This design comes from an exercise in tuning for small area on the open sky130 flow, not from production work.
At most, simulation tests tie the RTL to the original design; equivalence was not proved.
Function not checked in run 2: the RTL went through the layout flow alone.
Power and IR drop assume default switching activity.

### flow/design.v
`timescale 1ns / 1ps
module compare(
	clk, rst,
	valid_dog,
    data_dog1, data_dog2, data_dog3,
	cpr_end,
	cnt_seed,
	valid_max,
	addr_max
    );
  input clk, rst;
  input valid_dog;
  input signed [7:0] data_dog1, data_dog2, data_dog3;
  output reg valid_max;
  output reg cpr_end;
  output reg [8:0] cnt_seed;
  output [15:0] addr_max;
  function gt7;
    input [6:0] a, b;
    integer i;
    reg g;
    begin
      g = 1'b0;
      for (i = 0; i < 7; i = i + 1)
        g = (a[i] & ~b[i]) | (a[i] & g) | (~b[i] & g);
      gt7 = g;
    end
  endfunction
  function gt8;
    input [7:0] a, b;
    integer i;
    reg g;
    begin
      g = 1'b0;
      for (i = 0; i < 8; i = i + 1)
        g = (a[i] & ~b[i]) | (a[i] & g) | (~b[i] & g);
      gt8 = g;
    end
  endfunction
  reg [11:0] pos;
  wire [5:0] col = pos[5:0];    
  wire [5:0] row = pos[11:6];   
  wire win_hit = (col >= 6'd17) && (col <= 6'd44);
  wire win_wr = (col >= 6'd16) && (col <= 6'd45);
  wire row_ok = (row >= 6'd18) && (row <= 6'd45);
  function sgt8;
    input [7:0] a, b;
    sgt8 = gt8({~a[7], a[6:0]}, {~b[7], b[6:0]});
  endfunction
  wire [7:0] d13 = sgt8(data_dog3, data_dog1) ? data_dog3 : data_dog1;
  wire g2 = sgt8(data_dog2, d13);
  wire [7:0] dmax = g2 ? data_dog2 : d13;
  wire [6:0] a_in = dmax[6:0] & {7{~dmax[7]}};
  reg [6:0] a1;        
  reg ok1;             
  reg ok2;             
  wire [6:0] u1;       
  wire f1;             
  wire [6:0] u2;       
  wire [6:0] w0;       
  Line_buff #(.NUM(32), .DW(7)) store (
	.clk(clk),
	.load(win_wr),
	.data_in(a1),
	.flag_in(ok2 && gt7(w0, a1)),
	.data_last(u1),
	.flag_last(f1),
	.data_prev(u2),
	.data_first(w0)
	);
  always @(posedge clk) begin
    a1 <= a_in;
    ok1 <= g2 && gt7(a_in, a1) && gt7(a_in, u1) && (a_in[6:1] != 6'd0);
    ok2 <= ok1 && gt7(a1, u1) && gt7(a1, u2);
  end
  always @(posedge clk or negedge rst)
    if (!rst) begin
      pos <= 12'd4030;
      valid_max <= 1'b0;
      cnt_seed <= 9'd0;
    end else begin
      pos <= pos ^ pos_t;
      valid_max <= win_hit && row_ok && f1 && gt7(u1, w0) && gt7(u1, a1)
                   && gt7(u1, a_in);
      cnt_seed <= cnt_seed ^ cnt_t;
    end
  assign addr_max = {4'd0, pos & {12{valid_max}}};
  reg [11:0] pos_t;
  reg [8:0] cnt_t;
  integer i;
  always @(*) begin
    pos_t[0] = valid_dog;
    for (i = 1; i < 12; i = i + 1)
      pos_t[i] = pos_t[i-1] & pos[i-1];
    cnt_t[0] = valid_max;
    for (i = 1; i < 9; i = i + 1)
      cnt_t[i] = cnt_t[i-1] & cnt_seed[i-1];
  end
  reg prev_valid, run;
  reg [6:0] q;
  wire start = prev_valid && !valid_dog;
  wire q_end = (q == 7'd113);
  always @(posedge clk)
    q <= start ? 7'd0 : {q[5:0], ~(q[6] ^ q[5])};
  always @(posedge clk or negedge rst)
    if (!rst) begin
      prev_valid <= 1'b0;
      run <= 1'b0;
    end else begin
      prev_valid <= valid_dog;
      run <= start || (run && !q_end);
    end
  always @(*) cpr_end = run && q_end;    
endmodule
`timescale 1ns / 1ps
module compare_one(
	data_dog,
	data_clip
    );
  input signed [7:0] data_dog;
  output [6:0] data_clip;
  assign data_clip = data_dog[6:0] & {7{~data_dog[7]}};
endmodule
`timescale 1ns / 1ps
module Line_buff(
	clk,
	load,
	data_in,
	flag_in,
	data_last,
	flag_last,
	data_prev,
	data_first
    );
    parameter NUM = 32,
              DW = 7;
    input clk;
    input load;
    input [DW-1:0] data_in;
    input flag_in;
    output [DW-1:0] data_last;     
    output flag_last;
    output [DW-1:0] data_prev;     
    output [DW-1:0] data_first;    
    reg [DW-1:0] data_tem[0:NUM-1];
    reg flag_tem[0:NUM-1];
    assign data_last = data_tem[NUM-1];
    assign flag_last = flag_tem[NUM-1];
    assign data_prev = data_tem[NUM-2];
    assign data_first = data_tem[0];
    generate
    genvar i;
    for(i=0;i<NUM;i=i+1)
    	begin : stage
    	always@(posedge clk)
    		if(i==0) begin
    			data_tem[i] <= load ? data_in : data_tem[NUM-1];
    			flag_tem[i] <= flag_tem[NUM-1];
    		end else if(i==1) begin
    			data_tem[i] <= data_tem[i-1];
    			flag_tem[i] <= load ? flag_in : flag_tem[i-1];
    		end else begin
    			data_tem[i] <= data_tem[i-1];
    			flag_tem[i] <= flag_tem[i-1];
    		end
    	end
    endgenerate
endmodule
### flow/standard.sh
#!/bin/bash
# synth_recipe.tcl (not shown) runs the flow's synth.tcl, then flattens the netlist and writes it again
# the make line also repeats each setting of config.mk as NAME=value (left out here)
make -C /OpenROAD-flow-scripts/flow DESIGN_CONFIG=/design/flow/config.mk WORK_HOME=/design/flow/orfs CLKGATE_MAP_FILE= SYNTH_SCRIPT=/design/flow/synth_recipe.tcl "${@:-finish}"
### flow/config.mk
export PLATFORM = sky130hd
export DESIGN_NAME = compare
export DESIGN_NICKNAME = compare
export VERILOG_FILES = /design/flow/design.v
export SDC_FILE = /design/flow/constraint.sdc
export NUM_CORES = 4
export LEC_CHECK = 0
export ABC_AREA = 1
export CAP_MARGIN = 20
export CORE_MARGIN = 2
export CORE_UTILIZATION = 75
export CTS_BUF_LIST = sky130_fd_sc_hd__clkbuf_8
export CTS_CLUSTER_DIAMETER = 60
export CTS_CLUSTER_SIZE = 16
export SLEW_MARGIN = 20
### flow/constraint.sdc
create_clock -name core_clock -period 4.0 [get_ports {clk}]
set_input_delay 0.8000 -clock core_clock [delete_from_list [all_inputs] [get_ports {clk}]]
set_output_delay 0.8000 -clock core_clock [all_outputs]
set_load 0.01 [all_outputs]
### flow/flow/run.sh
#!/bin/bash
# The standard layout (the standard.sh: ORFS synthesis to finish), with
# every input and output port buffered by the smallest buffer cell, and a
# clock tree of clkbuf_8 cells without dummy loads, and gates on paths with
# timing slack downsized after global routing.
set -euo pipefail
export BUFFER_PORTS_ARGS="-buffer_cell sky130_fd_sc_hd__buf_1"
export CTS_ARGS="-sink_clustering_enable -repair_clock_nets -sink_clustering_size 18 -sink_clustering_max_diameter 60 -buf_list sky130_fd_sc_hd__clkbuf_8 -dont_use_dummy_load"
export RECOVER_POWER=100
bash standard.sh > standard.log 2>&1
==> impl_metrics.env, run 1 <==
export IMPL_fin_crit_ps=3350
export IMPL_io_pins=54
export IMPL_hp_start="store.data_tem[14][5]"
export IMPL_finalCritPeriodShare_pct=83.8
export IMPL_peakVddDrop_mv=0.648
export IMPL_synth_flop_cell="dfxtp_1"
export IMPL_finalClockSkew_ps=67.1
export IMPL_cap_violations=0
export IMPL_start_util_pct=77.4
export IMPL_use_met3_pct=4.38
export IMPL_route_detailed_drc=0
export IMPL_synth_top_cells_by_area="dfxtp_1, nand2_1, dfrtp_1"
export IMPL_clockRootBuffer="clkbuf_8"
export IMPL_r2r_start="pos[0]"
export IMPL_yosys_warnings=4
export IMPL_use_met1_pct=30.1
export IMPL_finalHoldViolCount=0
export IMPL_p_per_area_nw_per_um2=726
export IMPL_pre_cts_slack_ps=476
export IMPL_final_cell_mix="dfxtp_1, nand2_1, inv_1"
export IMPL_whs_path_depth=0
export IMPL_grt_ovfl_total=0
export IMPL_cts_htree_levels=1
export IMPL_synthArstFlopShare_pct=8.11
export IMPL_path_delay_family="simple AND/OR/NAND/NOR gates"
export IMPL_finalSetupTns_ps=0
export IMPL_yosysUniqueCellTypes=41
export IMPL_regToRegSetupSlack_ps=1290
export IMPL_dr_pass1_iters=5
export IMPL_grt_pass1_vias=4903
export IMPL_dr_total_vias=4736
export IMPL_synth_top_area_share_pct=68.2
export IMPL_synth_top_area_cell="dfxtp_1"
export IMPL_worstSetupPathType="primary input to flop"
export IMPL_routabilityCongestion=0.853
export IMPL_fin_util_pct=82.9
export IMPL_cts_setup_buffers=0
export IMPL_cp_slowest_cell="o21ai_0"
export IMPL_grt_busiest_layer="met2"
export IMPL_route_detailed_wl_per_inst_um=16.8
export IMPL_hp_class="flop to flop"
export IMPL_core_area_sq_um=10300
export IMPL_grt_use_met2_pct=47.9
export IMPL_synth_seq_cells=296
export IMPL_netlist_instances=677
export IMPL_end_kind="flop"
export IMPL_drive_gt1_share_pct=6.06
export IMPL_cp_max_fo=13
export IMPL_cts_tree="yes"
export IMPL_cts_resized_gates=0
export IMPL_leakage_nw=3.99
export IMPL_setup_viol_count_final=0
export IMPL_diodes=0
export IMPL_layout_setup_ws_ps=650
export IMPL_crit_arrival_ps=3790
export IMPL_drv_slew=0
export IMPL_rsz0062_at_grt="no"
export IMPL_clkSinkCount=296
export IMPL_wl_um=14700
export IMPL_synth_edf_count=0
export IMPL_drt_iter0_markers=374
export IMPL_layout_commonest_cell="dfxtp_1"
export IMPL_holdBufCountCts=0
export IMPL_fmax_ghz=0.298
export IMPL_via_per_inst=5.39
export IMPL_path_buf_inv=4
export IMPL_start_kind="primary input"
export IMPL_fp_row_count=37
export IMPL_grtUsageTotal_pct=26.8
export IMPL_antenna_found_initial=0
export IMPL_die_area_sq_um=11500
export IMPL_die_w_um=107
export IMPL_max_stage_delay_ps=320
export IMPL_status="timing/DRC/antenna clean"
export IMPL_syn2layout_area_growth_pct=7.16
export IMPL_cp_common_cell="nand2_1"
export IMPL_io_buffers=49
export IMPL_die_h_um=107
export IMPL_netlist_area_sq_um=7990
export IMPL_worst_pin_slew_ps=877
export IMPL_reg2reg_depth=12
export IMPL_min_to="store.data_tem[15][5]"
export IMPL_postRouteAntennaNets=0
export IMPL_grt_max_degree=19
export IMPL_worstReg2RegEnd="pos[11]"
export IMPL_clkTransAtPathRegs_ps=110
export IMPL_syn_area_per_cell_sq_um=11.8
export IMPL_dpl_hpwl_um=9910
export IMPL_clk_latency_ps=520
export IMPL_final_nets=790
export IMPL_grt_pass1_wl_um=23600
export IMPL_numCtsBuffers=20
export IMPL_cp_required_ps=4440
export IMPL_maxSlewHeadroom_pct=41.6
export IMPL_clockBufferDepth=3
export IMPL_yosysSeqAreaShare_pct=75.9
power by group:
| part | total (mW) | switching [mW] | internal, mW |
|---|---|---|---|
| Combinational | 0.601 | 0.410 | 0.191 |
| Sequential | 4.37 | 0.421 | 3.95 |
| Clock | 1.24 | 0.784 | 0.452 |
worst max path at each step:
stage / to / cells past startpoint / slack, ps / from
after floorplan: ok1 / 35 / 970 / data_dog3[2]
after global placement: ok1 / 32 / 670 / data_dog3[1]
after detailed placement: ok1 / 32 / 480 / data_dog3[1]
after CTS: ok1 / 33 / 950 / data_dog3[1]
after global routing: ok1 / 34 / 300 / data_dog3[1]
final: ok1 / 33 / 650 / data_dog3[1]
metal layers:
metal,vias to the layer above,part of all wire (%)
li1,2253,-
met3,74,4.0
met4,0,5.4
met5,-,0
met1,2223,40
met2,186,51
worst register-to-register path: stages, from the launching register on:
cell and delay, ps:
dfrtp_1 440, ha_1 210, ha_1 190, ha_1 200, ha_1 200, ha_1 190
ha_1 190, ha_1 180, ha_1 180, ha_1 170, ha_1 180, ha_1 180
xor2_1 140
logic make-up (layout without fill, tap and decap cells):
family                   after synthesis  after routing  share of synthesized area [%]
AND/OR/NAND/NOR                      193            193                           10.4
flip-flops                           296            296                           75.9
AO/OA/AOI/OAI                         71             71                           5.75
adder cells (fa/ha/maj)               19             19                           2.98
other                                  1              4                         0.0470
buffers and inverters                 95            157                           4.76
XOR/XNOR                               2              2                          0.219
state kept, by name, indices dropped and copies added (netlist names), 7 cells and up:
register,cells
store.data_tem,224
pos,12
q,7
a1,7
cnt_seed,9
store.flag_tem,32
synth_stat cells (all sizes together) (4+ instances only):
cell / instances
nor2: 22
nand2: 135
a21oi: 8
dfxtp: 272
buf: 6
o21ai: 29
o221ai: 7
o22ai: 11
a31oi: 4
ha: 19
inv: 85
nand4: 6
nand3: 24
dfstp: 10
dfrtp: 14
area by class of cell:
| type | count | area (sq um) |
|---|---|---|
| clock buffers | 20 | 275 |
| repair buffers | 50 | 188 |
| well taps | 136 | 170 |
| fillers | 494 | 1770 |
| multi-input cells | 289 | 1540 |
| flip-flops and latches | 296 | 6060 |
| inverters | 87 | 327 |
stage by stage:
stage / hold slack [ps] / area (sq um) / power, mW / cells
5_1_grt: 332 / 8560 / 6.46 / 878
3_3_place_gp: 313 / 8310 / 4.83 / 858
2_1_floorplan: 310 / 8000 / 4.62 / 680
6_report: 310 / 8560 / 6.21 / 878
4_1_cts: 311 / 8580 / 6.23 / 878
3_5_place_dp: 312 / 8310 / 4.97 / 858
==> inputs of run 2 (changes only) <==
--- a/flow/design.v
+++ b/flow/design.v
@@ -53,25 +53,25 @@
   wire [6:0] a_in = dmax[6:0] & {7{~dmax[7]}};
   reg [6:0] a1;        
   reg ok1;             
-  reg ok2;             
-  wire [6:0] u1;       
-  wire f1;             
-  wire [6:0] u2;       
-  wire [6:0] w0;       
-  Line_buff #(.NUM(32), .DW(7)) store (
+  wire [7:0] e1;       
+  wire [7:0] e2;       
+  wire [7:0] e0;       
+  wire [6:0] u1 = e1[6:0];
+  wire f1 = e1[7];
+  wire [6:0] u2 = e2[6:0];
+  wire [6:0] w0 = e0[6:0];
+  wire flag = ok1 && gt7(a1, u1) && gt7(a1, u2) && gt7(a1, a_in);
+  Line_buff #(.NUM(32), .DW(8)) store (
 	.clk(clk),
 	.load(win_wr),
-	.data_in(a1),
-	.flag_in(ok2 && gt7(w0, a1)),
-	.data_last(u1),
-	.flag_last(f1),
-	.data_prev(u2),
-	.data_first(w0)
+	.data_in({flag, a1}),
+	.data_last(e1),
+	.data_prev(e2),
+	.data_first(e0)
 	);
   always @(posedge clk) begin
     a1 <= a_in;
     ok1 <= g2 && gt7(a_in, a1) && gt7(a_in, u1) && (a_in[6:1] != 6'd0);
-    ok2 <= ok1 && gt7(a1, u1) && gt7(a1, u2);
   end
   always @(posedge clk or negedge rst)
     if (!rst) begin
@@ -126,26 +126,20 @@
 	clk,
 	load,
 	data_in,
-	flag_in,
 	data_last,
-	flag_last,
 	data_prev,
 	data_first
     );
     parameter NUM = 32,
-              DW = 7;
+              DW = 8;
     input clk;
     input load;
     input [DW-1:0] data_in;
-    input flag_in;
     output [DW-1:0] data_last;     
-    output flag_last;
     output [DW-1:0] data_prev;     
     output [DW-1:0] data_first;    
     reg [DW-1:0] data_tem[0:NUM-1];
-    reg flag_tem[0:NUM-1];
     assign data_last = data_tem[NUM-1];
-    assign flag_last = flag_tem[NUM-1];
     assign data_prev = data_tem[NUM-2];
     assign data_first = data_tem[0];
     generate
@@ -153,16 +147,10 @@
     for(i=0;i<NUM;i=i+1)
     	begin : stage
     	always@(posedge clk)
-    		if(i==0) begin
+    		if(i==0)
     			data_tem[i] <= load ? data_in : data_tem[NUM-1];
-    			flag_tem[i] <= flag_tem[NUM-1];
-    		end else if(i==1) begin
+    		else
     			data_tem[i] <= data_tem[i-1];
-    			flag_tem[i] <= load ? flag_in : flag_tem[i-1];
-    		end else begin
-    			data_tem[i] <= data_tem[i-1];
-    			flag_tem[i] <= flag_tem[i-1];
-    		end
     	end
     endgenerate
 endmodule
==> impl_metrics.env, run 2 <==
export IMPL_status="finished with violations"
export IMPL_violations="capacitance limit, slew limit"
export IMPL_synth_seq_cells=295
export IMPL_final_nets=799
export IMPL_fillers=512
export IMPL_via_per_inst=5.25
export IMPL_clockRootBuffer="clkbuf_8"
export IMPL_max_stage_delay_ps=390
export IMPL_die_h_um=107
export IMPL_yosys_warnings=3
export IMPL_diodes=0
export IMPL_power_switching_mw=1.59
export IMPL_holdBufCountCts=0
export IMPL_synth_top_area_cell="dfxtp_1"
export IMPL_fin_crit_ps=3360
export IMPL_core_area_sq_um=10300
export IMPL_clockPowerShare_pct=20.2
export IMPL_grt_pass1_wl_um=22700
export IMPL_p_int_mw=4.61
export IMPL_cp_required_ps=4400
export IMPL_synthArstFlopShare_pct=8.14
export IMPL_grt_max_degree=24
export IMPL_cts_tree="yes"
export IMPL_hp_class="primary input to asynchronous set/reset pin"
export IMPL_regToRegSetupSlack_ps=1230
export IMPL_postRouteAntennaNets=0
export IMPL_cts_htree_levels=1
export IMPL_netlist_area_sq_um=7950
export IMPL_setup_viol_count_final=0
export IMPL_p_per_area_nw_per_um2=729
export IMPL_grtUsageTotal_pct=25.5
export IMPL_finalHoldViolCount=0
export IMPL_syn_area_per_cell_sq_um=11.6
export IMPL_die_area_sq_um=11400
export IMPL_pwr_share_seq_pct=70.4
export IMPL_finalSetupTns_ps=0
export IMPL_dpl_hpwl_um=9670
export IMPL_top_regs="store.data_tem x256, pos x12, cnt_seed x9"
export IMPL_synthTopCellsByCount="dfxtp_1, nand2_1, inv_1"
export IMPL_antenna_found_initial=0
export IMPL_clkSinkCount=295
export IMPL_netlist_instances=686
export IMPL_synth_top_cells_by_area="dfxtp_1, nand2_1, dfrtp_1"
export IMPL_synth_edf_count=0
export IMPL_clockBufferDepth=3
export IMPL_final_cell_mix="dfxtp_1, nand2_1, inv_1"
export IMPL_finalCritPeriodShare_pct=84.0
export IMPL_worst_pin_slew_ps=1780
export IMPL_grt_ovfl_total=0
export IMPL_cp_max_fo=13
export IMPL_route_detailed_drc=0
export IMPL_fp_row_count=37
export IMPL_crit_arrival_ps=3760
export IMPL_comb_power_share_pct=9.5
export IMPL_fmax_ghz=0.298
export IMPL_rsz0062_at_grt="no"
export IMPL_io_pins=54
export IMPL_drt_iter0_markers=387
export IMPL_cts_setup_buffers=0
export IMPL_numCtsBuffers=20
export IMPL_p_sw_share_pct=25.6
export IMPL_r2r_start="pos[0]"
export IMPL_total_power_mw=6.20
export IMPL_clkTransAtPathRegs_ps=110
export IMPL_synth_flop_cell="dfxtp_1"
export IMPL_yosysUniqueCellTypes=37
export IMPL_worstReg2RegEnd="pos[11]"
export IMPL_wl_um=13900
export IMPL_reg2reg_depth=12
export IMPL_leakage_nw=4.02
export IMPL_clk_latency_ps=530
export IMPL_drive_gt1_share_pct=6.26
export IMPL_worstSetupPathType="primary input to flop"
export IMPL_finalClockSkew_ps=38.5
export IMPL_start_kind="primary input"
export IMPL_route_detailed_wl_per_inst_um=15.7
export IMPL_drv_slew=17
export IMPL_start_util_pct=77.0
export IMPL_yosysSeqAreaShare_pct=76.0
export IMPL_synth_top_area_share_pct=68.3
export IMPL_cts_resized_gates=0
export IMPL_dr_pass1_iters=5
export IMPL_maxSlewHeadroom_pct=-20.1
export IMPL_end_kind="flop"
export IMPL_peakVddDrop_mv=0.574
export IMPL_largest_reg_flops=256
export IMPL_routabilityCongestion=0.849
export IMPL_dr_total_vias=4659
export IMPL_cap_violations=1
export IMPL_io_buffers=49
export IMPL_layout_commonest_cell="dfxtp_1"
export IMPL_largest_register="store.data_tem"
export IMPL_grt_pass1_vias=4836
export IMPL_die_w_um=107
export IMPL_yosysMostFrequentCell="dfxtp_1"
export IMPL_path_buf_inv=7
export IMPL_syn2layout_area_growth_pct=7.16
export IMPL_cp_common_cell="nand2_1"
export IMPL_whs_ps=51.7
export IMPL_cp_slowest_cell="o211ai_1"
export IMPL_path_delay_family="simple AND/OR/NAND/NOR gates"
-- run 2: layer usage --
metal	vias to the layer above	GRT usage [%]	wire length [um]
met3	67	4.26	658
met5	-	0	0
li1	2236	-	-
met4	0	12.4	638
met1	2159	30.0	5720
met2	197	45.5	6930
-- run 2: worst max path at each step --
stage	startpoint	to	cells after the start
2_1_floorplan	data_dog3[2]	ok1	35
3_3_place_gp	data_dog3[2]	store.data_tem[0][7]	28
3_5_place_dp	data_dog3[1]	ok1	32
4_1_cts	data_dog3[1]	store.data_tem[0][7]	33
5_1_grt	data_dog3[2]	store.data_tem[0][7]	36
6_report	data_dog3[1]	ok1	34
-- run 2: area by class of cell --
type | instances | area (sq um) | share of cell area [%]
clock buffer | 20 | 275 | 3.23
inverter | 91 | 342 | 4.01
multi-input combinational | 295 | 1500 | 17.6
sequential | 295 | 6040 | 70.9
tap | 136 | 170 | 2.00
timing repair buffer | 50 | 188 | 2.20
-- run 2: stage by stage --
| stage | instance area [sq um] | setup slack [ps] | utilization [%] | cells |
|---|---|---|---|---|
| 6_report | 8520 | 640 | 82.5 | 887 |
| 5_1_grt | 8520 | 330 | 82.5 | 887 |
| 4_1_cts | 8540 | 1020 | 82.7 | 887 |
| 3_5_place_dp | 8270 | 532 | 80.1 | 867 |
| 3_3_place_gp | 8270 | 754 | 80.1 | 867 |
| 2_1_floorplan | 7960 | 1010 | - | 689 |
-- run 2: cell families (layout without fill, tap and decap cells) --
family          after synthesis  after routing  synth area share [%]
compound gates               56             56                  4.16
xor+xnor                      2              2                 0.220
fa+ha+maj                    19             19                  2.99
buf+inv                      99            161                  4.96
flops                       295            295                  76.0
other cells                   1              4                0.0472
simple gates                214            214                  11.6
-- run 2: worst reg2reg max path, stage by stage, from the launching register on --
cell and delay, ps:
dfrtp_1 430, ha_1 200, ha_1 180, ha_1 210, ha_1 220, ha_1 200
ha_1 180, ha_1 180, ha_1 180, ha_1 180, ha_1 180, ha_1 200
xor2_1 160
-- run 2: power groups by stage --
stage / Sequential [mW] / Clock, mW / Combinational [mW]
finish: 4.37 / 1.25 / 0.587
global route: 4.44 / 1.36 / 0.651
CTS: 4.38 / 1.27 / 0.582
detailed placement: 4.41 / 0 / 0.568
global placement: 4.34 / 0 / 0.504
floorplan: 4.21 / 0 / 0.417
==> inputs of run 3 (changes only) <==
--- a/flow/design.v
+++ b/flow/design.v
@@ -53,25 +53,25 @@
   wire [6:0] a_in = dmax[6:0] & {7{~dmax[7]}};
   reg [6:0] a1;        
   reg ok1;             
-  wire [7:0] e1;       
-  wire [7:0] e2;       
-  wire [7:0] e0;       
-  wire [6:0] u1 = e1[6:0];
-  wire f1 = e1[7];
-  wire [6:0] u2 = e2[6:0];
-  wire [6:0] w0 = e0[6:0];
-  wire flag = ok1 && gt7(a1, u1) && gt7(a1, u2) && gt7(a1, a_in);
-  Line_buff #(.NUM(32), .DW(8)) store (
+  reg ok2;             
+  wire [6:0] u1;       
+  wire f1;             
+  wire [6:0] u2;       
+  wire [6:0] w0;       
+  Line_buff #(.NUM(32), .DW(7)) store (
 	.clk(clk),
 	.load(win_wr),
-	.data_in({flag, a1}),
-	.data_last(e1),
-	.data_prev(e2),
-	.data_first(e0)
+	.data_in(a1),
+	.flag_in(ok2 && gt7(w0, a1)),
+	.data_last(u1),
+	.flag_last(f1),
+	.data_prev(u2),
+	.data_first(w0)
 	);
   always @(posedge clk) begin
     a1 <= a_in;
     ok1 <= g2 && gt7(a_in, a1) && gt7(a_in, u1) && (a_in[6:1] != 6'd0);
+    ok2 <= ok1 && gt7(a1, u1) && gt7(a1, u2);
   end
   always @(posedge clk or negedge rst)
     if (!rst) begin
@@ -126,20 +126,26 @@
 	clk,
 	load,
 	data_in,
+	flag_in,
 	data_last,
+	flag_last,
 	data_prev,
 	data_first
     );
     parameter NUM = 32,
-              DW = 8;
+              DW = 7;
     input clk;
     input load;
     input [DW-1:0] data_in;
+    input flag_in;
     output [DW-1:0] data_last;     
+    output flag_last;
     output [DW-1:0] data_prev;     
     output [DW-1:0] data_first;    
     reg [DW-1:0] data_tem[0:NUM-1];
+    reg flag_tem[0:NUM-1];
     assign data_last = data_tem[NUM-1];
+    assign flag_last = flag_tem[NUM-1];
     assign data_prev = data_tem[NUM-2];
     assign data_first = data_tem[0];
     generate
@@ -147,10 +153,16 @@
     for(i=0;i<NUM;i=i+1)
     	begin : stage
     	always@(posedge clk)
-    		if(i==0)
+    		if(i==0) begin
     			data_tem[i] <= load ? data_in : data_tem[NUM-1];
-    		else
+    			flag_tem[i] <= flag_tem[NUM-1];
+    		end else if(i==1) begin
     			data_tem[i] <= data_tem[i-1];
+    			flag_tem[i] <= load ? flag_in : flag_tem[i-1];
+    		end else begin
+    			data_tem[i] <= data_tem[i-1];
+    			flag_tem[i] <= flag_tem[i-1];
+    		end
     	end
     endgenerate
 endmodule
==> flow/flow/run.sh (replaced) <==
#!/bin/bash
# The standard layout (the standard.sh), with three changes:
# - after the standard synthesis, the gates between the flip-flops are
#   mapped again for area (flow/remap.tcl); the flip-flops stay as they are;
# - every input and output port is buffered by the smallest buffer cell;
# - the clock tree is built of clkbuf_8 cells without dummy loads, and gates
#   on paths with timing slack are downsized after global routing.
set -euo pipefail
export BUFFER_PORTS_ARGS="-buffer_cell sky130_fd_sc_hd__buf_1"
export CTS_ARGS="-sink_clustering_enable -repair_clock_nets -sink_clustering_size 18 -sink_clustering_max_diameter 60 -buf_list sky130_fd_sc_hd__clkbuf_8 -dont_use_dummy_load"
export RECOVER_POWER=100

results=orfs/results/$FLOW_PLATFORM/compare/base
bash standard.sh synth > synth.log 2>&1

cp $results/1_2_yosys.v standard_1_2_yosys.v
YOSYS=$(command -v yosys || echo "$FLOW_HOME/../tools/install/yosys/bin/yosys")
REMAP_LIB=$FLOW_HOME/platforms/$FLOW_PLATFORM/lib/sky130_fd_sc_hd__tt_025C_1v80.lib \
REMAP_IN=standard_1_2_yosys.v REMAP_OUT=remap_1_2_yosys.v REMAP_STAT=remap_stat.txt \
REMAP_ABC=flow/remap.abc \
  "$YOSYS" -c flow/remap.tcl > remap.log 2>&1
cp remap_1_2_yosys.v $results/1_2_yosys.v

bash standard.sh > standard.log 2>&1
==> flow/flow/remap.abc (new file) <==
strash
&get -n
&dch -f
&nf -R 1000
&put
topo
dnsize
==> flow/flow/remap.tcl (new file) <==
# Maps the standard synthesis's logic between the flip-flops again, for
# area: every flip-flop (and the tie cell) is kept as the same instance of
# the same cell; only the gates between them change.
# Reads REMAP_IN, writes REMAP_OUT; REMAP_LIB is the platform's liberty and
# REMAP_ABC the abc script.
yosys read_liberty -ignore_miss_func $::env(REMAP_LIB)
yosys read_verilog $::env(REMAP_IN)
yosys hierarchy -top $::env(FLOW_TOP)
yosys setattr -mod -set keep_hierarchy 1 sky130_fd_sc_hd__df* sky130_fd_sc_hd__conb_1
yosys flatten
yosys opt_clean -purge
yosys abc -liberty $::env(REMAP_LIB) -dont_use sky130_fd_sc_hd__probe_p_8 -dont_use sky130_fd_sc_hd__probec_p_8 -dont_use sky130_fd_sc_hd__lpflow_* -script $::env(REMAP_ABC)
yosys opt_clean -purge
yosys splitnets
yosys insbuf -buf sky130_fd_sc_hd__buf_4 A X
yosys opt_clean -purge
yosys rename -enumerate
yosys tee -o $::env(REMAP_STAT) stat -liberty $::env(REMAP_LIB)
yosys select $::env(FLOW_TOP)
yosys write_verilog -noattr -nohex -nodec -selected $::env(REMAP_OUT)
==> impl_metrics.env, run 3 <==
export IMPL_grt_worst_endpoint="ok1$_DFF_P_/D"
export IMPL_clockRootBuffer="clkbuf_8"
export IMPL_dpl_hpwl_um=10000
export IMPL_worst_path_end_type="sequential cell input"
export IMPL_syn_area_per_cell_sq_um=13.4
export IMPL_netlist_area_sq_um=7660
export IMPL_io_pins=54
export IMPL_die_w_um=105
export IMPL_routabilityCongestion=0.881
export IMPL_cts_htree_levels=1
export IMPL_grt_max_degree=19
export IMPL_placed_cells=777
export IMPL_stop_stage="5_1_grt"
export IMPL_start_util_pct=77.7
export IMPL_yosys_warnings=4
export IMPL_error_line="[ERROR DPL-0033] detailed placement checks failed during check placement."
export IMPL_clockBufferDepth=3
export IMPL_status="aborted with a tool error"
export IMPL_antenna_found_initial=1
export IMPL_dpl_instance_area_sq_um=8240
export IMPL_io_buffers=49
export IMPL_die_h_um=105
export IMPL_netlist_instances=572
export IMPL_numCtsBuffers=20
export IMPL_fp_row_count=36
==> run 3: worst max path at each step <==
stage | startpoint | end | cells past startpoint
after floorplan | data_dog3[2] | ok1 | 21
after global placement | data_dog3[2] | valid_max | 21
after detailed placement | data_dog3[2] | valid_max | 21
after CTS | data_dog3[2] | valid_max | 21
==> run 3: power by group through the flow <==
stage                     Clock, mW  Sequential, mW  Combinational [mW]
after CTS                      1.31            4.81               0.903
after detailed placement          0            4.79               0.768
after global placement            0            4.68               0.641
after floorplan                   0            4.53               0.489
==> run 3: repair_timing <==
item	CTS
gates cloned	1
hold buffers	0
setup buffers	9
pin swaps	18
resized for setup	35
setup endpoints to repair	2
==> run 3: metrics by stage <==
stage | power (mW) | utilization (%) | setup slack, ps
floorplan | 5.02 | - | 0.697
global placement | 5.32 | 83.5 | -176
detailed placement | 5.56 | 83.5 | -639
CTS | 7.02 | 88.6 | -202
==> inputs of run 4 (changes only) <==
--- a/flow/flow/run.sh
+++ b/flow/flow/run.sh
@@ -3,12 +3,10 @@
 # - after the standard synthesis, the gates between the flip-flops are
 #   mapped again for area (flow/remap.tcl); the flip-flops stay as they are;
 # - every input and output port is buffered by the smallest buffer cell;
-# - the clock tree is built of clkbuf_8 cells without dummy loads, and gates
-#   on paths with timing slack are downsized after global routing.
+# - the clock tree is built of clkbuf_8 cells without dummy loads.
 set -euo pipefail
 export BUFFER_PORTS_ARGS="-buffer_cell sky130_fd_sc_hd__buf_1"
 export CTS_ARGS="-sink_clustering_enable -repair_clock_nets -sink_clustering_size 18 -sink_clustering_max_diameter 60 -buf_list sky130_fd_sc_hd__clkbuf_8 -dont_use_dummy_load"
-export RECOVER_POWER=100
 
 results=orfs/results/$FLOW_PLATFORM/compare/base
 bash standard.sh synth > synth.log 2>&1
==> flow/flow/remap.abc (replaced) <==
strash
&get -n
&dch -f
&nf -R 1000
&put
topo
stime -c
buffer -c
upsize -c -D 2500
dnsize -c -D 2500
stime -p
==> impl_metrics.env, run 4 <==
export IMPL_via_per_inst=5.70
export IMPL_cp_required_ps=4420
export IMPL_worstReg2RegEnd="valid_max"
export IMPL_peakVddDrop_mv=0.611
export IMPL_regToRegSetupSlack_ps=1740
export IMPL_worst_pin_slew_ps=801
export IMPL_status="finished with violations"
export IMPL_leakage_nw=3.62
export IMPL_fp_row_count=37
export IMPL_postRouteAntennaNets=0
export IMPL_start_util_pct=76.2
export IMPL_clockPowerShare_pct=18.2
export IMPL_grt_pass1_wl_um=24300
export IMPL_p_sw_share_pct=28.1
export IMPL_die_h_um=106
export IMPL_finalClockSkew_ps=22.1
export IMPL_diodes=0
export IMPL_holdBufCountCts=0
export IMPL_layout_commonest_cell="dfxtp_1"
export IMPL_final_nets=694
export IMPL_pre_cts_slack_ps=-447
export IMPL_clockBufferDepth=3
export IMPL_fmax_ghz=0.237
export IMPL_crit_path_start="data_dog3[2]"
export IMPL_die_area_sq_um=11200
export IMPL_reg2reg_depth=7
export IMPL_largest_register="store.data_tem"
export IMPL_regArea_sq_um=6060
export IMPL_largest_reg_flops=224
export IMPL_dpl_hpwl_um=8830
export IMPL_finalHoldViolCount=0
export IMPL_worstSetupPathType="primary input to flop"
export IMPL_antenna_found_initial=0
export IMPL_end_kind="flop"
export IMPL_grt_pass1_vias=4645
export IMPL_die_w_um=106
export IMPL_hp_class="primary input to asynchronous set/reset pin"
export IMPL_maxSlewHeadroom_pct=46.6
export IMPL_grtUsageTotal_pct=28.3
export IMPL_clk_latency_ps=510
export IMPL_fin_crit_ps=4230
export IMPL_start_kind="primary input"
export IMPL_yosys_warnings=4
export IMPL_dr_pass1_iters=5
export IMPL_syn2layout_area_growth_pct=11.7
export IMPL_endpoint="valid_max"
export IMPL_final_cell_mix="dfxtp_1, buf_1, buf_4"
export IMPL_netlist_instances=576
export IMPL_clockRootBuffer="clkbuf_8"
export IMPL_layout_setup_ws_ps=-225
export IMPL_cts_htree_levels=1
export IMPL_fillers=420
export IMPL_comb_power_share_pct=12.7
export IMPL_cap_violations=0
export IMPL_crit_arrival_ps=4650
export IMPL_route_detailed_wl_per_inst_um=20.0
export IMPL_netlist_area_sq_um=7760
export IMPL_numCtsBuffers=20
export IMPL_routabilityCongestion=0.871
export IMPL_pwr_share_seq_pct=69.0
export IMPL_clkSinkCount=296
export IMPL_route_detailed_drc=0
export IMPL_io_pins=54
export IMPL_cp_max_fo=7
export IMPL_p_int_mw=5.01
export IMPL_syn_area_per_cell_sq_um=13.5
export IMPL_r2r_start="store.data_tem[31][1]"
export IMPL_violations="setup timing"
export IMPL_grt_ovfl_total=0
export IMPL_rsz0062_at_grt="yes"
export IMPL_cts_tree="yes"
export IMPL_grt_max_degree=19
export IMPL_wl_um=16000
export IMPL_whs_ps=250
export IMPL_core_area_sq_um=10200
export IMPL_dr_total_vias=4568
export IMPL_drt_iter0_markers=386
export IMPL_drv_slew=0
export IMPL_clkTransAtPathRegs_ps=110
export IMPL_setup_viol_count_final=2
export IMPL_io_buffers=49
export IMPL_p_per_area_nw_per_um2=803
export IMPL_power_switching_mw=1.96
export IMPL_finalCritPeriodShare_pct=106
export IMPL_drive_gt1_share_pct=15.9
export IMPL_top_regs="store.data_tem x224, store.flag_tem x32, pos x12"
export IMPL_multi_input_area_sq_um=1590
-- run 4: timing repair --
item                                    CTS  global route
setup buffers                             0             5
gates cloned                              0             0
pin swaps                                 0            17
hold endpoints to repair                  0             0
endpoints found under the setup margin    1             2
gates resized for setup                   2            31
-- run 4: power groups by stage --
stage	clock network [mW]	logic, mW	registers [mW]
after floorplan	0	0.511	4.52
after global placement	0	0.638	4.68
after detailed placement	0	0.724	4.77
after CTS	1.27	0.788	4.80
after global routing	1.36	0.945	4.89
final	1.27	0.886	4.81
-- run 4: metrics by stage --
step	cells	utilization, %	power (mW)	setup TNS, ps	area (sq um)
detailed placement	776	80.7	5.50	-827	8220
global route	801	85.2	7.19	-823	8670
global placement	776	80.7	5.32	-340	8220
CTS	796	83.5	6.86	-16.9	8500
finish	801	85.2	6.96	-406	8670
floorplan	579	-	5.04	0	7770
-- run 4: worst max-delay path, cell delays in order --
cell and delay [ps]:
buf_1 90, inv_2 70, a22oi_2 80, a21o_1 170, a21oi_2 150, a221oi_2 50, o2bb2ai_2 160, buf_6 180
mux2i_4 290, o22ai_1 120, o21ai_1 190, o221ai_1 140, a21oi_1 170, a21oi_1 60, maj3_2 410, o21ai_4 290
nand2_2 160, a211oi_4 330, a21oi_2 80, a221oi_2 260, o22ai_1 130, a211oi_1 250
-- run 4: how the worst min path moves through the flow --
stage                            end             startpoint  slack [ps]  cells past startpoint
6_report                         run                    rst         250                      1
5_1_grt                    valid_max                    rst         300                      1
4_1_cts                          run                    rst         250                      1
3_5_place_dp   store.data_tem[11][6]  store.data_tem[10][6]         310                      0
3_3_place_gp   store.data_tem[30][2]  store.data_tem[29][2]         310                      0
2_1_floorplan  store.data_tem[10][0]   store.data_tem[9][0]         310                      0
-- run 4: layout make-up --
class / count / area share [%]
Timing Repair Buffer: 83 / 5.37
Multi-Input combinational cell: 235 / 18.3
Inverter: 31 / 1.37
Sequential cell: 296 / 69.8
Tap cell: 136 / 1.96
Clock buffer: 20 / 3.17
-- run 4: per-layer routing --
| layer | share of wire (%) | global-route usage [%] |
|---|---|---|
| met1 | 38 | 34.1 |
| met3 | 6.2 | 5.19 |
| met2 | 50 | 50.0 |
| met5 | 0 | 0 |
| met4 | 5.1 | 11.7 |
==> inputs of run 5 (changes only) <==
--- a/flow/design.v
+++ b/flow/design.v
@@ -51,6 +51,8 @@
   wire g2 = sgt8(data_dog2, d13);
   wire [7:0] dmax = g2 ? data_dog2 : d13;
   wire [6:0] a_in = dmax[6:0] & {7{~dmax[7]}};
+  wire [6:0] x13 = d13[6:0] & {7{~d13[7]}};
+  wire [6:0] x2 = data_dog2[6:0] & {7{~data_dog2[7]}};
   reg [6:0] a1;        
   reg ok1;             
   reg ok2;             
@@ -70,7 +72,7 @@
 	);
   always @(posedge clk) begin
     a1 <= a_in;
-    ok1 <= g2 && gt7(a_in, a1) && gt7(a_in, u1) && (a_in[6:1] != 6'd0);
+    ok1 <= g2 && gt7(x2, a1) && gt7(x2, u1) && (x2[6:1] != 6'd0);
     ok2 <= ok1 && gt7(a1, u1) && gt7(a1, u2);
   end
   always @(posedge clk or negedge rst)
@@ -81,7 +83,7 @@
     end else begin
       pos <= pos ^ pos_t;
       valid_max <= win_hit && row_ok && f1 && gt7(u1, w0) && gt7(u1, a1)
-                   && gt7(u1, a_in);
+                   && gt7(u1, x13) && gt7(u1, x2);
       cnt_seed <= cnt_seed ^ cnt_t;
     end
   assign addr_max = {4'd0, pos & {12{valid_max}}};
==> flow/flow/remap.abc (replaced) <==
strash
&get -n
&dch -f
&nf -R 1000
&put
topo
stime -c
upsize -c -D 2500
dnsize -c -D 2500
stime -p
==> impl_metrics.env, run 5 <==
export IMPL_status="timing/DRC/antenna clean"
export IMPL_top_regs="store.data_tem x224, store.flag_tem x32, pos x12"
export IMPL_die_w_um=106
export IMPL_core_area_sq_um=10200
export IMPL_end_kind="flop"
export IMPL_route_detailed_wl_per_inst_um=15.9
export IMPL_finalCritPeriodShare_pct=82.0
export IMPL_leakage_nw=3.34
export IMPL_total_power_mw=6.62
export IMPL_finalHoldViolCount=0
export IMPL_crit_path_cell_trace="buf_1 > clkinv_1 > a22oi_1 > a21oi_1 > a221oi_1 > o21ai_0 > o2bb2ai_2 > mux2i_1 > o22ai_1 > o21ai_1 > o21ai_0 > a21oi_1 > a221oi_1 > o22ai_2 > nor2_1 > a21oi_1 > nor2_1"
export IMPL_clk_latency_ps=510
export IMPL_final_nets=667
export IMPL_fmax_ghz=0.305
export IMPL_wl_um=12300
export IMPL_dpl_hpwl_um=7980
export IMPL_clkTransAtPathRegs_ps=110
export IMPL_start_kind="primary input"
export IMPL_dr_total_vias=4222
export IMPL_cts_htree_levels=1
export IMPL_final_cell_count_no_fill=774
export IMPL_cp_common_cell="a21oi_1"
export IMPL_route_detailed_drc=0
export IMPL_setup_viol_count_final=0
export IMPL_rsz0062_at_grt="no"
export IMPL_worstSetupPathType="primary input to flop"
export IMPL_fin_crit_ps=3280
export IMPL_power_switching_mw=1.70
export IMPL_max_stage_delay_ps=460
export IMPL_routabilityCongestion=0.920
export IMPL_cp_slowest_cell="o22ai_2"
export IMPL_dr_pass1_iters=5
export IMPL_netlist_instances=578
export IMPL_finalSetupTns_ps=0
export IMPL_p_int_mw=4.92
export IMPL_antenna_found_initial=0
export IMPL_via_per_inst=5.45
export IMPL_placed_cells=754
export IMPL_dpl_instance_area_sq_um=8030
export IMPL_fillers=541
export IMPL_clockRootBuffer="clkbuf_8"
export IMPL_clockPowerShare_pct=18.8
export IMPL_yosys_warnings=4
export IMPL_largest_reg_flops=224
export IMPL_cap_violations=0
export IMPL_cts_resized_gates=0
export IMPL_cp_max_fo=15
export IMPL_fp_row_count=37
export IMPL_clkSinkCount=296
export IMPL_start_util_pct=76.1
export IMPL_p_sw_share_pct=25.7
export IMPL_worst_pin_slew_ps=666
export IMPL_maxSlewHeadroom_pct=55.6
export IMPL_p_per_area_nw_per_um2=798
export IMPL_pwr_share_seq_pct=70.6
export IMPL_io_buffers=49
export IMPL_drive_gt1_share_pct=5.17
export IMPL_syn2layout_area_growth_pct=7.10
export IMPL_multi_input_area_sq_um=1510
export IMPL_hp_class="primary input to asynchronous set/reset pin"
export IMPL_postRouteAntennaNets=0
export IMPL_die_h_um=106
export IMPL_cts_tree="yes"
export IMPL_fin_area_sq_um=8300
export IMPL_holdBufCountCts=0
export IMPL_die_area_sq_um=11200
export IMPL_final_cell_mix="dfxtp_1, buf_1, a21oi_1"
export IMPL_io_pins=54
export IMPL_drv_slew=0
export IMPL_fin_util_pct=81.5
export IMPL_drt_iter0_markers=260
export IMPL_crit_arrival_ps=3630
export IMPL_layout_commonest_cell="dfxtp_1"
export IMPL_peakVddDrop_mv=0.571
export IMPL_diodes=0
export IMPL_path_delay_family="compound AO/OA/AOI/OAI gates"
export IMPL_grt_ovfl_total=0
export IMPL_path_buf_inv=2
export IMPL_finalClockSkew_ps=32.5
export IMPL_cp_required_ps=4350
export IMPL_largest_register="store.data_tem"
export IMPL_layout_setup_ws_ps=721
export IMPL_regArea_sq_um=6060
export IMPL_netlist_area_sq_um=7750
export IMPL_pre_cts_slack_ps=317
export IMPL_syn_area_per_cell_sq_um=13.4
export IMPL_numCtsBuffers=20
export IMPL_clockBufferDepth=3
export IMPL_cts_setup_buffers=0
export IMPL_whs_ps=269
export IMPL_grtUsageTotal_pct=22.9
export IMPL_grt_pass1_wl_um=20400
export IMPL_grt_max_degree=25
export IMPL_grt_pass1_vias=4239
export IMPL_comb_power_share_pct=10.7
==> run 5: changes by cell type in the layout (fill, tap and decap cells not counted), moves of 6 or more <==
cell and delta:
clkinv_1 +24, a21oi_1 +7, o22ai_1 +6, buf_4 -31, o21ai_0 +11, nor2_1 -6
nand2_1 +7, inv_1 -25, or2_0 +7
==> run 5: area by class of cell <==
cell class                 count  area share (%)
tap                          136            2.05
clock buffer                  20            3.32
sequential                   296            73.0
inverter                      25            1.13
timing repair buffer          50            2.31
multi-input combinational    247            18.2
==> run 5: power groups by stage <==
stage          Clock [mW]  Sequential, mW  Combinational, mW
3_5_place_dp            0            4.72              0.681
4_1_cts              1.28            4.69              0.691
2_1_floorplan           0            4.50              0.524
5_1_grt              1.37            4.79              0.780
3_3_place_gp            0            4.67              0.620
6_report             1.24            4.67              0.707
==> run 5: path summary, 6_finish.rpt <==
path                                  startpoint           endpoint  slack [ps]  cells after the start
min in group core_clock        store.flag_tem[2]  store.flag_tem[3]         310                      0
max                                 data_dog3[2]              a1[5]         720                     17
min reg2reg                    store.flag_tem[2]  store.flag_tem[3]         310                      0
max in group asynchronous                    rst             pos[5]        3430                      2
max reg2reg                store.data_tem[31][1]          valid_max        1470                     10
min                                          rst             pos[6]         270                      2
==> run 5: routing by layer <==
layer	track usage, %	up-vias	part of all wire (%)
met5	0	-	0
met2	38.4	122	49
met4	8.65	0	2.4
li1	-	2051	-
met1	30.3	2018	44
met3	3.59	31	4.2
==> inputs of run 6 (changes only) <==
==> flow/flow/remap.abc (replaced) <==
strash
&get -n
&dch -f
&nf -R 1000
&put
topo
stime -c
buffer -c
upsize -c -D 2500
dnsize -c -D 2500
stime -p
==> impl_metrics.env, run 6 <==
export IMPL_final_cell_mix="dfxtp_1, buf_1, a21oi_1"
export IMPL_grt_max_degree=25
export IMPL_worst_pin_slew_ps=873
export IMPL_wl_um=13600
export IMPL_multi_input_area_sq_um=1500
export IMPL_cts_resized_gates=0
export IMPL_drive_gt1_share_pct=6.10
export IMPL_core_area_sq_um=10200
export IMPL_grt_pass1_wl_um=22000
export IMPL_finalSetupTns_ps=0
export IMPL_netlist_area_sq_um=7760
export IMPL_clockRootBuffer="clkbuf_8"
export IMPL_cp_slowest_cell="o2bb2ai_1"
export IMPL_finalHoldViolCount=0
export IMPL_p_per_area_nw_per_um2=812
export IMPL_total_power_mw=6.73
export IMPL_syn_area_per_cell_sq_um=13.3
export IMPL_syn2layout_area_growth_pct=6.92
export IMPL_regArea_sq_um=6060
export IMPL_grt_ovfl_total=0
export IMPL_end_kind="flop"
export IMPL_largest_register="store.data_tem"
export IMPL_diodes=0
export IMPL_cp_max_fo=15
export IMPL_status="timing/DRC/antenna clean"
export IMPL_io_pins=54
export IMPL_dr_pass1_iters=8
export IMPL_numCtsBuffers=20
export IMPL_leakage_nw=3.42
export IMPL_setup_viol_count_final=0
export IMPL_route_detailed_wl_per_inst_um=17.6
export IMPL_layout_commonest_cell="dfxtp_1"
export IMPL_routabilityCongestion=0.803
export IMPL_drt_iter0_markers=421
export IMPL_fillers=559
export IMPL_max_stage_delay_ps=340
export IMPL_clkSinkCount=296
export IMPL_finalCritPeriodShare_pct=83.2
export IMPL_top_regs="store.data_tem x224, store.flag_tem x32, pos x12"
export IMPL_fin_crit_ps=3330
export IMPL_yosys_warnings=4
export IMPL_cts_setup_buffers=0
export IMPL_dpl_hpwl_um=8090
export IMPL_clkTransAtPathRegs_ps=100
export IMPL_drv_slew=0
export IMPL_cp_common_cell="a21oi_1"
export IMPL_die_area_sq_um=11200
export IMPL_grt_pass1_vias=4279
export IMPL_cp_required_ps=4410
export IMPL_antenna_found_initial=0
export IMPL_cts_tree="yes"
export IMPL_peakVddDrop_mv=0.519
export IMPL_largest_reg_flops=224
export IMPL_start_kind="primary input"
export IMPL_cts_htree_levels=1
export IMPL_finalClockSkew_ps=29.3
export IMPL_clk_latency_ps=510
export IMPL_clockBufferDepth=3
export IMPL_netlist_instances=583
export IMPL_fmax_ghz=0.301
export IMPL_die_w_um=106
export IMPL_die_h_um=106
export IMPL_final_nets=668
export IMPL_holdBufCountCts=0
export IMPL_hp_class="primary input to asynchronous set/reset pin"
export IMPL_crit_arrival_ps=3740
export IMPL_rsz0062_at_grt="no"
export IMPL_crit_path_cell_trace="buf_1 > inv_1 > a22oi_1 > a21oi_1 > a221oi_1 > o21ai_0 > o2bb2ai_1 > nor2_1 > a21oi_1 > a22oi_1 > o21ai_0 > o21ai_0 > a21oi_1 > a221oi_1 > o22ai_1 > buf_4 > or2_2 > a21oi_1"
export IMPL_dr_total_vias=4324
export IMPL_start_util_pct=76.2
export IMPL_worstSetupPathType="primary input to flop"
export IMPL_grtUsageTotal_pct=25.1
export IMPL_route_detailed_drc=0
export IMPL_postRouteAntennaNets=0
export IMPL_cap_violations=0
export IMPL_maxSlewHeadroom_pct=41.8
export IMPL_via_per_inst=5.58
export IMPL_fin_util_pct=81.4
export IMPL_fp_row_count=37
export IMPL_io_buffers=49
run 6: changes by cell type in the layout (fill, tap and decap cells not counted), sizes merged:
cell and change:
inv +24, buf +1, clkinv -24
run 6: layout make-up:
class,count,area share (%)
clock buffers,20,3.32
inverters,25,1.13
multi-input cells,247,18.1
flip-flops and latches,296,73.0
well taps,136,2.05
repair buffers,51,2.40
run 6: power by group:
part | internal, mW | switching (mW)
Sequential | 4.18 | 0.551
Clock | 0.453 | 0.824
Combinational | 0.297 | 0.433
run 6: stage by stage:
stage / hold WS (ps) / instances / area [sq um] / worst slack [ps]
finish: 266 / 775 / 8300 / 673
CTS: 269 / 775 / 8300 / 724
floorplan: 310 / 586 / 7770 / 789
global route: 288 / 775 / 8300 / 345
detailed placement: 312 / 755 / 8020 / 342
global placement: 312 / 755 / 8020 / 495
run 6: worst paths after layout:
| kind | start | end | slack [ps] | cells after the start |
|---|---|---|---|---|
| max in group asynchronous | rst | pos[10] | 3430 | 2 |
| worst max register to register | store.data_tem[31][1] | valid_max | 1570 | 10 |
| worst min register to register | store.data_tem[20][0] | store.data_tem[21][0] | 310 | 0 |
| worst max-delay path | data_dog3[2] | a1[3] | 670 | 18 |
| min in group core_clock | store.data_tem[20][0] | store.data_tem[21][0] | 310 | 0 |
| worst min-delay path | rst | pos[6] | 270 | 2 |
run 6: per-layer routing:
metal  GRT usage [%]  vias up  wire, um
li1                -     2058         -
met1            32.7     2033      5730
met2            43.3      195      6740
met3            4.39       38       807
met4            7.61        0       359
met5               0        -         0
run 6: critical path, delay by kind of cell:
family,cells,cell delay (ps)
AO/OA/AOI/OAI,13,2090
buffers and inverters,3,380
AND/OR/NAND/NOR,2,450
==> inputs of run 7 (changes only) <==
==> flow/flow/remap.abc (replaced) <==
strash
&get -n
&deepsyn -T 30
&dch -f
&nf -R 1000
&put
topo
stime -c
upsize -c -D 2500
dnsize -c -D 2500
stime -p
==> impl_metrics.env, run 7 <==
export IMPL_cts_setup_buffers=0
export IMPL_rsz0062_at_grt="no"
export IMPL_maxSlewHeadroom_pct=50.8
export IMPL_grt_pass1_wl_um=23700
export IMPL_largest_reg_flops=224
export IMPL_final_cell_count_no_fill=750
export IMPL_path_buf_inv=2
export IMPL_grt_busiest_layer="met2"
export IMPL_power_switching_mw=1.67
export IMPL_die_w_um=105
export IMPL_use_met3_pct=4.68
export IMPL_pwr_share_seq_pct=70.3
export IMPL_cap_violations=0
export IMPL_finalHoldViolCount=0
export IMPL_cts_resized_gates=0
export IMPL_path_delay_family="compound AO/OA/AOI/OAI gates"
export IMPL_grt_use_met2_pct=47.1
export IMPL_worst_pin_slew_ps=738
export IMPL_postRouteAntennaNets=0
export IMPL_p_int_mw=4.62
export IMPL_largest_register="store.data_tem"
export IMPL_fin_crit_ps=3570
export IMPL_worstSetupPathType="primary input to flop"
export IMPL_cts_tree="yes"
export IMPL_route_detailed_wl_per_inst_um=20.1
export IMPL_final_nets=646
export IMPL_numCtsBuffers=20
export IMPL_placed_cells=730
export IMPL_end_kind="flop"
export IMPL_grt_ovfl_total=0
export IMPL_final_cell_mix="dfxtp_1, buf_1, clkinv_1"
export IMPL_wl_um=15100
export IMPL_drive_gt1_share_pct=5.51
export IMPL_clockBufferDepth=3
export IMPL_hp_class="flop to flop"
export IMPL_drv_slew=0
export IMPL_clkTransAtPathRegs_ps=110
export IMPL_fmax_ghz=0.280
export IMPL_diodes=0
export IMPL_start_util_pct=77.7
export IMPL_layout_commonest_cell="dfxtp_1"
export IMPL_dr_total_vias=4299
export IMPL_netlist_area_sq_um=7630
export IMPL_cp_max_fo=7
export IMPL_io_pins=54
export IMPL_die_area_sq_um=11000
export IMPL_whs_ps=286
export IMPL_p_sw_share_pct=26.6
export IMPL_clockRootBuffer="clkbuf_8"
export IMPL_start_kind="primary input"
export IMPL_clockPowerShare_pct=20.2
export IMPL_grt_pass1_vias=4386
export IMPL_netlist_instances=557
export IMPL_clkSinkCount=296
export IMPL_via_per_inst=5.73
export IMPL_finalClockSkew_ps=79.5
export IMPL_core_area_sq_um=9820
export IMPL_comb_power_share_pct=9.5
export IMPL_status="timing/DRC/antenna clean"
export IMPL_max_stage_delay_ps=460
export IMPL_cp_slowest_cell="mux2i_1"
export IMPL_grt_max_degree=19
export IMPL_leakage_nw=3.29
export IMPL_fp_row_count=36
export IMPL_crit_path_cell_trace="buf_1 > clkinv_1 > o22ai_1 > a21oi_1 > o221ai_1 > a221o_1 > o21ai_0 > nor2_2 > mux2i_1 > a22oi_1 > o21ai_1 > a222oi_1 > nor3_1 > a21oi_2 > nor3_2 > nand2_1 > o21ai_0"
export IMPL_syn2layout_area_growth_pct=7.20
export IMPL_route_detailed_drc=0
export IMPL_yosys_warnings=4
export IMPL_top_regs="store.data_tem x224, store.flag_tem x32, pos x12"
export IMPL_dr_pass1_iters=5
export IMPL_cp_common_cell="o21ai_0"
export IMPL_antenna_found_initial=0
export IMPL_grtUsageTotal_pct=28.2
export IMPL_crit_arrival_ps=3950
export IMPL_die_h_um=105
export IMPL_dpl_hpwl_um=9440
export IMPL_fin_util_pct=83.3
export IMPL_cp_required_ps=4380
export IMPL_p_per_area_nw_per_um2=770
export IMPL_clk_latency_ps=540
export IMPL_routabilityCongestion=0.874
export IMPL_peakVddDrop_mv=0.484
export IMPL_drt_iter0_markers=482
export IMPL_cts_htree_levels=1
export IMPL_setup_viol_count_final=0
export IMPL_holdBufCountCts=0
export IMPL_io_buffers=49
export IMPL_finalCritPeriodShare_pct=89.2
export IMPL_use_met1_pct=37.2
export IMPL_syn_area_per_cell_sq_um=13.7
[run 7: per-stage QoR]
step	total power, mW	setup WS [ps]	cell area [sq um]	setup TNS [ps]
floorplan	4.61	630	7640	0
global placement	4.84	191	7900	0
detailed placement	4.98	-34.8	7900	-41.9
CTS	6.25	392	8170	0
global route	6.50	103	8180	0
finish	6.29	432	8180	0
[run 7: worst reg2reg max path: stages, from the launching register on]
cell	delay, ps
dfxtp_1	520
clkinv_1	230
o22ai_1	170
o21ai_0	210
maj3_1	420
maj3_1	370
maj3_1	370
maj3_1	350
o21ai_0	70
and3_1	170
[run 7: path summary, 6_finish.rpt]
kind,start,endpoint,slack (ps),cells after the start
worst max register to register,a1[1],ok2,1050,9
max in group asynchronous,rst,cnt_seed[1],3020,2
worst min-delay path,store.flag_tem[27],store.flag_tem[28],290,0
min in group asynchronous,rst,prev_valid,340,1
worst max-delay path,data_dog3[2],a1[4],430,17
worst min register to register,store.flag_tem[27],store.flag_tem[28],290,0
[run 7: power by group through the flow]
stage | clock network [mW] | registers, mW | logic (mW)
after CTS | 1.27 | 4.40 | 0.571
after global placement | 0 | 4.35 | 0.488
after global routing | 1.37 | 4.49 | 0.638
final | 1.27 | 4.42 | 0.596
after detailed placement | 0 | 4.43 | 0.544
after floorplan | 0 | 4.22 | 0.391
[run 7: layer usage]
layer | routed length (um) | share of wire [%]
met3 | 1010 | 6.7
met2 | 7300 | 48
met5 | 0 | 0
met1 | 6160 | 41
met4 | 597 | 4.0
[run 7: final cells by class]
type	count	area, sq um
Clock buffer	20	275
Fill cell	474	1640
Inverter	29	109
Multi-Input combinational cell	222	1380
Sequential cell	296	6060
Tap cell	133	166
Timing Repair Buffer	50	191

## afterwards: timing with drivers on the ports
The flow's constraints put no driver on any port. The routed layouts listed below were extracted and timed again, unchanged, in two steps.
Step 1 sets driving cells, clkbuf_16 on the clock port and buf_2 on the other inputs (assumed; they add their load-dependent delay and slew).
Step 2, shift: input delay + t, output delay - t, t = (earliest + latest rising clock arrival at the registers) / 2. This alone moves slack from input paths to output paths.
Slacks: no drivers / after step 1 / after step 2; pairs: no drivers / after step 1.
run | t, ns | setup WS [ns] | hold WS [ns] | worst setup path after step 2 | worst data-port slew with drivers (ns)
run 1 | 0.518 | 0.650 / 0.662 / 0.143 | 0.310 / 0.310 / 0.310 | input to register | 0.04
run 2 | 0.545 | 0.640 / 0.635 / 0.090 | 0.052 / 0.039 / 0.290 | input to register | 0.04
run 4 | 0.538 | -0.225 / -0.224 / -0.761 | 0.250 / 0.242 / 0.312 | input to register | 0.05
run 5 | 0.517 | 0.721 / 0.735 / 0.218 | 0.269 / 0.256 / 0.311 | input to register | 0.04
run 6 | 0.526 | 0.673 / 0.667 / 0.142 | 0.266 / 0.252 / 0.314 | input to register | 0.04
run 7 | 0.534 | 0.432 / 0.441 / -0.093 | 0.286 / 0.286 / 0.286 | input to register | 0.06
Met with ideal ports but missed after step 2: setup timing in run 7. The setup slack of run 2, which loses most, moves by -0.005 ns with the drivers and by -0.550 ns with both steps.
